Context: an optimization exercise on an open-source flow, tuned for small area, a short achievable clock period and few clock cycles per item. The choices shown serve that exercise and are no tape-out recipe. Where RTL was checked, it was by simulation tests only, not by an equivalence proof against the original.

Setup of lane 1:
==> flow/design.v (excerpt) <==
module Raptor64Mult(rst, clk, ld, sgn, isMuli, a, b, imm, o, done);
input clk;
input rst;
input ld;
input sgn;
input isMuli;
input [63:0] a;
input [63:0] b;
input [63:0] imm;
output [127:0] o;
output done;
reg [6:0] ph;        
reg [64:0] ar;        
reg [69:0] dr;        
reg [65:0] sr, cr;    
reg [13:0] lsr, lcr;  
reg busy;            
reg nbit;             
reg ca, cb;           
wire [6:0] one0, two0, neg0;  
wire [6:0] one1, two1, neg1;  
wire [6:0] one2, two2, neg2;  
wire first = ph[0];
assign done = ph[6];
wire [70:0] bx = {{6{sgn & b[63]}}, b, 1'b0};
wire [70:0] ix = {{6{sgn & imm[63]}}, imm, 1'b0};
wire [14:0] xb = ({15{~busy}} & bx[14:0]) | ({15{ph[0]}} & bx[28:14]) | ({15{ph[1]}} & bx[42:28]) | ({15{ph[2]}} & bx[56:42]) | ({15{ph[3]}} & bx[70:56]);
wire [14:0] xi = ({15{~busy}} & ix[14:0]) | ({15{ph[0]}} & ix[28:14]) | ({15{ph[1]}} & ix[42:28]) | ({15{ph[2]}} & ix[56:42]) | ({15{ph[3]}} & ix[70:56]);
wire [14:0] xd = isMuli ? xi : xb;
wire [6:0] one_n, two_n, neg_n;
genvar k;
generate for (k = 0; k < 7; k = k + 1) begin : enc
	wire one_d = xd[2*k+1] ^ xd[2*k];
	wire two_d = (xd[2*k+2] & ~xd[2*k+1] & ~xd[2*k]) | (~xd[2*k+2] & xd[2*k+1] & xd[2*k]);
	wire neg_d = xd[2*k+2] & ~(xd[2*k+1] & xd[2*k]);
	assign one_n[k] = one_d;
	assign two_n[k] = two_d;
	assign neg_n[k] = neg_d;
end endgenerate
always @(posedge clk) begin
	if (rst)
		ph <= 7'd0;
	else
		ph <= {ph[5:0], ld};
	busy <= ~rst & (ld | ph[0] | ph[1] | ph[2] | ph[3]);
	ar <= ph[5] ? {7'b0, fin[71:14]} : {sgn & a[63], a};
end
digq u_q0 (.clk(clk), .one_n(one_n), .two_n(two_n), .neg_n(neg_n), .one(one0), .two(two0), .neg(neg0));
digq u_q1 (.clk(clk), .one_n(one_n), .two_n(two_n), .neg_n(neg_n), .one(one1), .two(two1), .neg(neg1));
digq u_q2 (.clk(clk), .one_n(one_n), .two_n(two_n), .neg_n(neg_n), .one(one2), .two(two2), .neg(neg2));
wire [65:0] r_0;
assign r_0[0] = (one0[0] & ar[0]) ^ neg0[0];
wire m_0_1;
bmx u_m0_1 (.a1(ar[1]), .a0(ar[0]), .one(one0[0]), .two(two0[0]), .m(m_0_1));
bx u_x0_1 (.m(m_0_1), .neg(neg0[0]), .r(r_0[1]));
wire m_0_2;
bmx u_m0_2 (.a1(ar[2]), .a0(ar[1]), .one(one0[0]), .two(two0[0]), .m(m_0_2));
bx u_x0_2 (.m(m_0_2), .neg(neg0[0]), .r(r_0[2]));
wire m_0_3;
bmx u_m0_3 (.a1(ar[3]), .a0(ar[2]), .one(one0[0]), .two(two0[0]), .m(m_0_3));
bx u_x0_3 (.m(m_0_3), .neg(neg0[0]), .r(r_0[3]));
wire m_0_4;
  ...
clock: 10.0 ns
lec_check: 0
abc_clock_period_in_ps: 3000
cap_margin: 50
core_margin: 2
core_utilization: 55
setup_slack_margin: 5
slew_margin: 70
synth_hierarchical: 1
synth_minimum_keep_size: 0
standard.sh (not shown) runs the stock make flow with config.mk's settings and CLKGATE_MAP_FILE= SYNTH_SCRIPT=/design/flow/synth_recipe.tcl, a recipe that flattens the netlist after the stock synthesis.
==> flow/flow/run.sh <==
#!/bin/bash
set -euo pipefail
MARGIN=$(cat flow/margin.txt)
export BUFFER_PORTS_ARGS="-buffer_cell $(cat flow/bufcell.txt)"
sed -e "s/SETUP_SLACK_MARGIN=[-0-9.]*/SETUP_SLACK_MARGIN=${MARGIN}/" standard.sh > standard_margin.sh
grep -q "SETUP_SLACK_MARGIN=${MARGIN}" standard_margin.sh
bash standard_margin.sh > standard_margin.log 2>&1
==> flow/flow/bufcell.txt <==
sky130_fd_sc_hd__buf_1
==> flow/flow/margin.txt <==
6.7
> inputs changed (lane 1 -> lane 2)
--- a/flow/design.v
+++ b/flow/design.v
@@ -1951,34 +1951,34 @@
 fa3 u_s919 (.x(c616), .y(c768), .z(s769), .s(s919), .c(c920));
 fa3 u_s921 (.x(c620), .y(s771), .z(c770), .s(s921), .c(c922));
 fa3 u_s923 (.x(c624), .y(s773), .z(c772), .s(s923), .c(c924));
 fa3 u_s925 (.x(s629), .y(s775), .z(c774), .s(s925), .c(c926));
 fa3 u_s927 (.x(c630), .y(s777), .z(c776), .s(s927), .c(c928));
 fa3 u_s929 (.x(c632), .y(c778), .z(s779), .s(s929), .c(c930));
 fa3 u_s931 (.x(r_6[62]), .y(s781), .z(c780), .s(s931), .c(c932));
 fa3 u_s933 (.x(r_5[65]), .y(r_6[63]), .z(c782), .s(s933), .c(c934));
 assign s935 = ~r_6[64];
 assign c936 = r_6[64];
 wire [79:0] ts = {1'b0, 1'b1, r_6[65], s935, s933, s931, s929, s927, s925, s923, s921, s919, s917, s915, s913, s911, s909, s907, s905, s903, s901, s899, s897, s895, s893, s891, s889, s887, s885, s883, s881, s879, s877, s875, s873, s871, s869, s867, s865, s863, s861, s859, s857, s855, s853, s851, s849, s847, s845, s843, s841, s839, s837, s835, s833, s831, s829, s827, s825, s823, s821, s819, s817, s815, s813, s811, s809, s807, s805, s803, s801, s799, s797, s795, s793, s791, s789, s787, s785, s783};
 wire [79:0] tc = {1'b0, 1'b0, c936, c934, c932, c930, c928, c926, c924, c922, c920, c918, c916, c914, c912, c910, c908, c906, c904, c902, c900, c898, c896, c894, c892, c890, c888, c886, c884, c882, c880, c878, c876, c874, c872, c870, c868, c866, c864, c862, c860, c858, c856, c854, c852, c850, c848, c846, c844, c842, c840, c838, c836, c834, c832, c830, c828, c826, c824, c822, c820, c818, c816, c814, c812, c810, c808, c806, c804, c802, c800, c798, c796, c794, c792, c790, c788, c786, c784, 1'b0};
-wire [15:0] lo = (lsr & {14{~first}}) + ({lcr[13:1], ca} & {14{~first}}) + {nbit, 12'b0} + cb;
+wire [15:0] lo = lsr + {lcr[13:1], ca} + {nbit, 12'b0} + cb;
 always @(posedge clk) begin
 	dr <= {lo[13:0], dr[69:14]};
 	sr <= ts[79:14];
 	cr <= tc[79:14];
 	lsr <= ts[13:0];
 	lcr <= tc[13:0];
 	nbit <= busy & neg2[6];
-	ca <= busy & (lo[15] | lo[14]);
-	cb <= busy & lo[15];
+	ca <= busy & ~first & (lo[15] | lo[14]);
+	cb <= busy & ~first & lo[15];
 end
 wire [71:0] fa_p, fa_g;
 pgc u_fa_pg0 (.a(lsr[0]), .b(ca), .p(fa_p[0]), .g(fa_g[0]));
 pgc u_fa_pg1 (.a(lsr[1]), .b(lcr[1]), .p(fa_p[1]), .g(fa_g[1]));
 pgc u_fa_pg2 (.a(lsr[2]), .b(lcr[2]), .p(fa_p[2]), .g(fa_g[2]));
 pgc u_fa_pg3 (.a(lsr[3]), .b(lcr[3]), .p(fa_p[3]), .g(fa_g[3]));
 pgc u_fa_pg4 (.a(lsr[4]), .b(lcr[4]), .p(fa_p[4]), .g(fa_g[4]));
 pgc u_fa_pg5 (.a(lsr[5]), .b(lcr[5]), .p(fa_p[5]), .g(fa_g[5]));
 pgc u_fa_pg6 (.a(lsr[6]), .b(lcr[6]), .p(fa_p[6]), .g(fa_g[6]));
 pgc u_fa_pg7 (.a(lsr[7]), .b(lcr[7]), .p(fa_p[7]), .g(fa_g[7]));
 pgc u_fa_pg8 (.a(lsr[8]), .b(lcr[8]), .p(fa_p[8]), .g(fa_g[8]));
 pgc u_fa_pg9 (.a(lsr[9]), .b(lcr[9]), .p(fa_p[9]), .g(fa_g[9]));
--- outcome ---
Looking at lane 1 and lane 2, the die area is a wash.
As far as post-layout minimum cycle time is concerned, lane 2 and lane 1 perform about the same.
Compared to lane 1, lane 2 has placeable core area about 1.1% lower.
On adder-cell share of the synthesized area, lane 1 tracks lane 2 almost exactly.
Looking at lane 1 and lane 2, the cell area after synthesis is a wash.
Row non-clock buffer count: lane 2 lower / lane 1 higher
Of lane 2 and lane 1, it is lane 2 that has the higher effective utilization at floorplan.
When the final numbers for lane 1 and lane 2 were put side by side, the post-detailed-route via-to-cell ratio turned out to be smaller in lane 1.
Testbench counts of lane 2, summed over its fixed seeds: cycles 19,200, items 2,400.
Only the layout flow was run in lane 1; the RTL was not checked for function there.

static timing again, ports no longer ideal:
Ports are ideal in the flow. The routed layouts listed here were re-timed in OpenROAD.
Step 1 (the two cells are an assumption about what drives the block):
set clk [get_ports {clk}]
set_driving_cell -lib_cell sky130_fd_sc_hd__clkbuf_16 $clk
set_driving_cell -lib_cell sky130_fd_sc_hd__buf_2 [delete_from_list [all_inputs] $clk]
Step 2 also shifts input and output timing later by t, the mid clock arrival at the registers, as if the neighbouring blocks saw the same clock.
a / b / c = no drivers / after step 1 / after step 2; a / b = the first two.
run	t, ns	slack for setup (ns)	clock arrival spread, ns
lane 1	0.681	6.713 / 6.648 / 6.345	0.040 / 0.039
lane 2	0.667	6.716 / 6.650 / 6.186	0.030 / 0.030
After both steps setup and hold are still met in every run listed. For lane 2, which loses most, drivers alone change the setup slack by -0.066 ns; drivers and shift together by -0.530 ns.
